From an optimization exercise on the open Yosys and OpenROAD flow, aimed at small area and a short achievable clock period; shortcuts taken in it are not production practice. Function was checked by simulation only, so behaviour that the tests miss may differ from the original.

== old ==
Design alu_top, start of the top module:
module alu_top(clk,a,b,s,out);
input clk;
input [7:0] a,b;
input [3:0] s;
output [7:0] out;
wire [7:4] ah;
wire [3:0] sf;
wire dv0;
ALU_S0 u_s0(.a(a), .b(b), .s(s), .ah(ah), .sf(sf), .dv(dv0));
reg [7:0] a_q, b_q;
reg [3:0] s_q;
reg d_q;
always@(posedge clk)begin
	a_q<={ah, a[3:0]};
	b_q<=b;
	s_q<=sf;
	d_q<=dv0;
end
wire [7:0] other, res, rem;
wire [3:0] sa;
ALU_S1 u_s1(.a(a_q), .b(b_q), .sf(s_q), .dv(d_q), .other(other), .sa(sa), .res(res), .rem(rem));
ALU u_alu(.a(a_q),.b(b_q),.s(sa),.out(other));
reg [7:0] res_q, rem_q, bl_q;
reg dv_q;
always@(posedge clk)begin
	res_q<=res;
	rem_q<=rem;
	bl_q<=b_q;
	dv_q<=d_q;
end
ALU_S2 u_s2(.res(res_q), .rem(rem_q), .b(bl_q), .dv(dv_q), .out(out));
endmodule
==> flow/config.mk <==
export PLATFORM = sky130hd
export DESIGN_NAME = alu_top
export DESIGN_NICKNAME = alu_top
export VERILOG_FILES = /design/flow/design.v
export SDC_FILE = /design/flow/constraint.sdc
export NUM_CORES = 4
export LEC_CHECK = 0
export CAP_MARGIN = 20
export CORE_MARGIN = 2
export CORE_UTILIZATION = 40
export SLEW_MARGIN = 20
==> flow/constraint.sdc <==
create_clock -name core_clock -period 10.5 [get_ports {clk}]
set_input_delay 2.1000 -clock core_clock [delete_from_list [all_inputs] [get_ports {clk}]]
set_output_delay 2.1000 -clock core_clock [all_outputs]
set_load 0.01 [all_outputs]
standard.sh (not shown) runs the stock make flow with config.mk's settings and CLKGATE_MAP_FILE= SYNTH_SCRIPT=/design/flow/synth_recipe.tcl, a recipe that flattens the netlist after the stock synthesis.
==> flow/flow/run.sh <==
#!/bin/bash
# Own flow: the standard layout (standard.sh) with two changes.
# 1. Synthesis: the datapath modules ALU_S0, ALU_S1, ALU and ALU_S2 are kept
#    apart until after technology mapping (SYNTH_KEEP_MODULES), and ABC maps
#    each with its own script and delay target (flow/own_abc.tcl) in place of
#    ORFS's single ABC run; full adders are not extracted before ABC. The
#    design is then flattened as usual (synth_recipe.tcl), so the registers and
#    their names are those of the standard synthesis.
# 2. The registers that feed most of the stage-1 logic are mapped to stronger
#    flip-flops of the same type (drive 4 or 2), in flow/own_abc.tcl.
# 3. Placement: the port buffers that buffer_ports inserts are buf_2 cells.
# Everything else is the standard flow, run from a copy of ORFS's scripts
# that differs only in the ABC line of synth.tcl.
set -euo pipefail
W=$(pwd)
S=$W/scripts_own
rm -rf "$S"
cp -r "$FLOW_HOME/scripts" "$S"
python3 - "$S/synth.tcl" <<'PY'
import sys
p = sys.argv[1]
t = open(p).read()
old = "  log_cmd abc {*}$abc_args\n"
assert t.count(old) == 1
open(p, "w").write(t.replace(old, "  source $::env(OWN_ABC_TCL)\n"))
PY
export OWN_ABC_TCL=$W/flow/own_abc.tcl
bash "$W/standard.sh" "SCRIPTS_DIR=$S" "ADDER_MAP_FILE=" \
  "SYNTH_KEEP_MODULES=ALU_S0 ALU_S1 ALU ALU_S2" \
  "BUFFER_PORTS_ARGS=-buffer_cell sky130_fd_sc_hd__buf_2" \
  finish > "$W/flow_make.log" 2>&1
==> flow/flow/abc_syn4.tmpl <==
strash
&get -n
&st
&syn4
&put
dch -f
map {D}
topo
buffer -p
upsize {D}
dnsize {D}
==> flow/flow/own_abc.tcl <==
# Sourced by synth.tcl in place of its ABC call. Each datapath module is
# mapped on its own, with its own ABC script (flow/abc_KIND.tmpl) and delay
# target (ps):
#   restructure: ORFS's delay-oriented restructuring, then delay-driven mapping
#   map:         delay-driven mapping of the structure as it is
#   collapse:    the logic collapsed to two levels first, then restructure
#   syn4:        AIG rewriting (&syn4), then delay-driven mapping
# The stage-0 and stage-2 logic shares the clock period with the fixed input
# and output delays, so it gets tight targets.
set own_targets {
  ALU_S0  collapse    800
  ALU_S1  syn4        2000
  ALU     map         2500
  ALU_S2  restructure 500
  alu_top map         3000
}
set own_dir [file dirname $::env(OWN_ABC_TCL)]
foreach {mod kind d} $own_targets {
  set fh [open $own_dir/abc_$kind.tmpl r]
  set body [string map [list "{D}" "-D $d"] [read $fh]]
  close $fh
  set f $::env(OBJECTS_DIR)/abc_own_$mod.script
  set fh [open $f w]
  puts -nonewline $fh $body
  close $fh
  log_cmd abc {*}[lreplace $abc_args 1 1 $f] $mod
}
# The registers that feed most of the stage-1 logic get a stronger drive
# (the same flip-flop, drive strength 4 or 2).
chtype -map sky130_fd_sc_hd__dfxtp_1 sky130_fd_sc_hd__dfxtp_4 alu_top/c:a_q* alu_top/c:b_q*
chtype -map sky130_fd_sc_hd__dfxtp_1 sky130_fd_sc_hd__dfxtp_2 alu_top/c:s_q* alu_top/c:rem_q* alu_top/c:bl_q*
Other scripts of this flow, unchanged in this note and not shown: flow/flow/abc_collapse.tmpl, flow/flow/abc_map.tmpl, flow/flow/abc_restructure.tmpl
What new does differently from old at the input level:
--- a/flow/flow/run.sh
+++ b/flow/flow/run.sh
@@ -9,5 +9,5 @@
 # 2. The registers that feed most of the stage-1 logic are mapped to stronger
 #    flip-flops of the same type (drive 4 or 2), in flow/own_abc.tcl.
-# 3. Placement: the port buffers that buffer_ports inserts are buf_2 cells.
+# 3. Placement: the port buffers that buffer_ports inserts are buf_1 cells.
 # Everything else is the standard flow, run from a copy of ORFS's scripts
 # that differs only in the ABC line of synth.tcl.
@@ -28,4 +28,4 @@
 bash "$W/standard.sh" "SCRIPTS_DIR=$S" "ADDER_MAP_FILE=" \
   "SYNTH_KEEP_MODULES=ALU_S0 ALU_S1 ALU ALU_S2" \
-  "BUFFER_PORTS_ARGS=-buffer_cell sky130_fd_sc_hd__buf_2" \
+  "BUFFER_PORTS_ARGS=-buffer_cell sky130_fd_sc_hd__buf_1" \
   finish > "$W/flow_make.log" 2>&1
--- a/flow/flow/own_abc.tcl
+++ b/flow/flow/own_abc.tcl
@@ -1,16 +1,14 @@
 # Sourced by synth.tcl in place of its ABC call. Each datapath module is
-# mapped on its own, with its own ABC script (flow/abc_KIND.tmpl) and delay
-# target (ps):
+# mapped on its own, with one of three ABC scripts and its own delay target (ps):
 #   restructure: ORFS's delay-oriented restructuring, then delay-driven mapping
 #   map:         delay-driven mapping of the structure as it is
 #   collapse:    the logic collapsed to two levels first, then restructure
-#   syn4:        AIG rewriting (&syn4), then delay-driven mapping
 # The stage-0 and stage-2 logic shares the clock period with the fixed input
 # and output delays, so it gets tight targets.
 set own_targets {
   ALU_S0  collapse    800
-  ALU_S1  syn4        2000
+  ALU_S1  map         2600
   ALU     map         2500
-  ALU_S2  restructure 500
+  ALU_S2  restructure 800
   alu_top map         3000
 }
removed: flow/flow/abc_syn4.tmpl
==> comparison <==
- [new] met2 track demand over resource in global routing fell 0.72 points relative to old
- Wire length for new is lower than for old.
- Of new and old, it is new that has the lower combinational share of power.
- Delta (new minus old): number of global-route vias before repair lost 133, final clock period utilization by the worst path saw an increase.
- Compared new vs old, and largest stage delay on the critical path is up in new.

-- what the ideal ports hide --
How much do the figures lean on ideal ports? The routed layouts below were timed once more, with nothing changed but the port constraints. Step 1 sets driving cells, clkbuf_16 on the clock port and buf_2 on the other inputs (assumed; they add their load-dependent delay and slew). Step 2 also shifts input and output timing later by t, the mid clock arrival at the registers, as if the neighbouring blocks saw the same clock. a / b / c = no drivers / after step 1 / after step 2; a / b = the first two.
run	t (ns)	setup WS [ns]	hold slack, ns	worst data-port slew with drivers (ns)	pins driven straight from the clock port
old	0.335	7.058 / 7.058 / 6.830	0.420 / 0.420 / 0.420	0.04	1
new	0.323	6.745 / 6.751 / 6.429	0.416 / 0.416 / 0.416	0.03	1
After both steps setup and hold are still met in every run listed. The setup slack of new, which loses most, moves by +0.006 ns with the drivers and by -0.316 ns with both steps.
